This design comes from an exercise in tuning for small area on the open sky130 flow, not from production work. Only simulation tests tie the RTL to the original design; equivalence was not proved. The clock port is modelled as an ideal driver, which makes a skipped or thinned clock tree look cheaper than it is; a real chip needs a root buffer or a tree.

==> module dispnext, before the edit <==
module dispnext(input rst, ca, input [2:0] d0, so0, input so1,
                output [2:0] so0_n, s_n, output so1_n);
    assign so0_n = rst ? 3'd4 : ca ? so0 : d0;
    assign so1_n = rst | (ca ? (d0 != 3'd0) : so1);
    assign s_n = rst ? 3'd7 : ca ? (so1 ? 3'd4 : 3'd0) : so0;
endmodule
==> module control, before the edit <==
module control(
    input rst, btnC, btnR, btnL,
    input [2:0] state, input pf, input [2:0] d0, input [3:0] E, input [3:0] y,
    input oh, pen, pon, last, hit1, hit2, hit3,
    output reg [2:0] state_n, output pf_n, output reg [2:0] d0_n, output reg [3:0] E_n,
    output [3:0] y_n, output reg oh_n, output pen_n, pon_n,
    output press, en1, en2, en3);
    localparam [2:0] IDLE0 = 3'b000, VIC = 3'b001, DEF = 3'b010, FIN = 3'b011,
                     IDLE1 = 3'b100, P1 = 3'b101, P2 = 3'b110, P3 = 3'b111;
    wire pe = ~pen, po = ~pon;
    reg pe_n, po_n;
    assign pen_n = ~pe_n, pon_n = ~po_n;
    wire is_p = state[2] & (state[1] | state[0]);
    wire playing = btnR ^ pf;
    assign en1 = playing & (state == P1);
    assign en2 = playing & (state == P2);
    assign en3 = playing & (state == P3);
    wire step = hit1 | hit2 | hit3;
    assign press = is_p & btnR;
    wire A = ~E[1] & ~(E[0] & last);        
    wire B = ~E[0] & ~last;                 
    wire done = E[3] & E[1] & E[0] & last;  
    ynext YN (.rst(rst), .step(step), .y(y), .y_n(y_n));
    wire [3:0] E_n_w;
    enext EN (.rst(rst), .press(press), .fin(state == FIN), .last(last), .y(y), .E(E), .E_n(E_n_w));
    assign pf_n = ~rst & (pf | is_p);
    always @(*) begin
        E_n = E_n_w;
        state_n = state; d0_n = d0; oh_n = oh; pe_n = pe; po_n = po;
        case (state)
        IDLE0: begin
            d0_n = 0;
            if (btnC) state_n = IDLE1;
            oh_n = 0; pe_n = A; po_n = ~A;
        end
        IDLE1: begin
            d0_n = 0;
            state_n = P1;
        end
        VIC: begin
            oh_n = 0; pe_n = A; po_n = A;
            if (done) state_n = {2'b11, d0[1]};
        end
        FIN: begin
            d0_n = 3'd6;  
            oh_n = 0; pe_n = B; po_n = B;
            if (btnL) state_n = IDLE0;
        end
        DEF: begin
            oh_n = B; pe_n = 0; po_n = 0;
            if (done) state_n = IDLE0;
        end
        default: begin  
            d0_n = {1'b0, state[1:0]};
            if (btnR) state_n = (y != 4'd10) ? DEF : (state == P3) ? FIN : VIC;
            oh_n = playing; pe_n = 0; po_n = 0;
        end
        endcase
        if (rst) begin
            state_n = IDLE0; d0_n = 0; oh_n = 0; pe_n = 0; po_n = 0;
        end
    end
endmodule
Settings: LEC_CHECK=0, CAP_MARGIN=20, CORE_MARGIN=2, CORE_UTILIZATION=40, SLEW_MARGIN=20, SYNTH_HIERARCHICAL=1, SYNTH_MINIMUM_KEEP_SIZE=0; clock period 10.0 ns.
standard.sh (not shown) runs the stock make flow with config.mk's settings and CLKGATE_MAP_FILE= SYNTH_SCRIPT=/design/flow/synth_recipe.tcl, a recipe that flattens the netlist after the stock synthesis.
==> flow/flow/run.sh <==
#!/bin/bash
# Standard layout, except: plain buf_1 cells as the port buffers, the
# synthesized logic cells swapped to their smallest drive strength after
# floorplan (placement repair re-sizes any cell that needs it), and a flat
# clock tree of a few clock buffers in place of the one CTS builds.
export BUFFER_PORTS_ARGS="-buffer_cell sky130_fd_sc_hd__buf_1"
export CTS_ARGS="-sink_clustering_enable -repair_clock_nets -dont_use_dummy_load"
export POST_FLOORPLAN_TCL="$PWD/flow/downsize.tcl"
export MY_CLK_TARGET_PS=115
export POST_CTS_TCL="$PWD/flow/clocktree.tcl"
bash standard.sh > standard.log 2>&1
Other scripts of this flow, unchanged in this note and not shown: flow/flow/clocktree.tcl, flow/flow/downsize.tcl
==> next run, changes <==
--- a/flow/design.v
+++ b/flow/design.v
@@ -37,9 +37,22 @@
 endmodule
 module dispnext(input rst, ca, input [2:0] d0, so0, input so1,
                 output [2:0] so0_n, s_n, output so1_n);
-    assign so0_n = rst ? 3'd4 : ca ? so0 : d0;
-    assign so1_n = rst | (ca ? (d0 != 3'd0) : so1);
-    assign s_n = rst ? 3'd7 : ca ? (so1 ? 3'd4 : 3'd0) : so0;
+    wire can = ~ca;
+    wire hc = ~(can | rst), hd = ~(ca | rst);
+    wire nz = |d0;
+    a221o m0 (.a1(ca), .a2(so0[2]), .b1(can), .b2(d0[2]), .c1(rst), .y(so0_n[2]));
+    sel2  m1 (.h(hc), .a(so0[1]), .g(hd), .b(d0[1]), .y(so0_n[1]));
+    sel2  m2 (.h(hc), .a(so0[0]), .g(hd), .b(d0[0]), .y(so0_n[0]));
+    a221o m3 (.a1(ca), .a2(nz), .b1(can), .b2(so1), .c1(rst), .y(so1_n));
+    a221o m4 (.a1(ca), .a2(so1), .b1(can), .b2(so0[2]), .c1(rst), .y(s_n[2]));
+    a21o  m5 (.a1(can), .a2(so0[1]), .b1(rst), .y(s_n[1]));
+    a21o  m6 (.a1(can), .a2(so0[0]), .b1(rst), .y(s_n[0]));
+endmodule
+module a221o(input a1, a2, b1, b2, c1, output y);
+    assign y = (a1 & a2) | (b1 & b2) | c1;
+endmodule
+module a21o(input a1, a2, b1, output y);
+    assign y = (a1 & a2) | b1;
 endmodule
 module segdec(input [2:0] s, input cap, output reg [6:0] seg, output [3:0] an);
     wire blank = (s == 3'd7);
@@ -110,12 +123,11 @@
     output reg [2:0] state_n, output pf_n, output reg [2:0] d0_n, output reg [3:0] E_n,
     output [3:0] y_n, output reg oh_n, output pen_n, pon_n,
     output press, en1, en2, en3);
-    localparam [2:0] IDLE0 = 3'b000, VIC = 3'b001, DEF = 3'b010, FIN = 3'b011,
-                     IDLE1 = 3'b100, P1 = 3'b101, P2 = 3'b110, P3 = 3'b111;
+    localparam [2:0] IDLE0 = 3'd5, VIC = 3'd1, DEF = 3'd3, FIN = 3'd0, IDLE1 = 3'd4, P1 = 3'd2, P2 = 3'd7, P3 = 3'd6;
     wire pe = ~pen, po = ~pon;
     reg pe_n, po_n;
     assign pen_n = ~pe_n, pon_n = ~po_n;
-    wire is_p = state[2] & (state[1] | state[0]);
+    wire is_p = (state == P1) | (state == P2) | (state == P3);
     wire playing = btnR ^ pf;
     assign en1 = playing & (state == P1);
     assign en2 = playing & (state == P2);
@@ -144,7 +156,7 @@
         end
         VIC: begin
             oh_n = 0; pe_n = A; po_n = A;
-            if (done) state_n = {2'b11, d0[1]};
+            if (done) state_n = d0[1] ? P3 : P2;
         end
         FIN: begin
             d0_n = 3'd6;  
@@ -155,8 +167,8 @@
             oh_n = B; pe_n = 0; po_n = 0;
             if (done) state_n = IDLE0;
         end
-        default: begin  
-            d0_n = {1'b0, state[1:0]};
+        P1, P2, P3: begin
+            d0_n = (state == P1) ? 3'd1 : (state == P2) ? 3'd2 : 3'd3;
             if (btnR) state_n = (y != 4'd10) ? DEF : (state == P3) ? FIN : VIC;
             oh_n = playing; pe_n = 0; po_n = 0;
         end
Setup slack is worse by 49 ps.
Design area decreases by about 2%.
Cell count drops by 2.5%.
Global-route usage goes up by 0.15 points.
Fmax falls by 1.3%.
In every run of this note, the design's own scripts or RTL, not TritonCTS, make the clock network.

[what the ideal ports hide]
The flow's constraints put no driver on any port. The routed layouts listed below were extracted and timed again, unchanged, in two steps.
Step 1: set_driving_cell puts a clkbuf_16 on clk and a buf_2 on each other input, an assumption about the parent block.
Step 2 times the ports against the registers' clock, not the clock port: input delays grow and output delays shrink by t, the midpoint of the rising clock arrivals with the driver on.
Slacks: no drivers / after step 1 / after step 2; pairs: no drivers / after step 1.
run | shift t [ns] | setup WS [ns] | hold WS [ns] | worst setup path after step 2
the first run | 0.229 | 6.230 / 6.282 / 6.053 | 0.370 / 0.370 / 0.370 | input to register
the second run | 0.224 | 6.181 / 6.235 / 6.011 | 0.370 / 0.370 / 0.370 | input to register
After both steps every run listed still meets setup and hold. The setup slack of the first run, which loses most, moves by +0.052 ns with the drivers and by -0.177 ns with both steps.
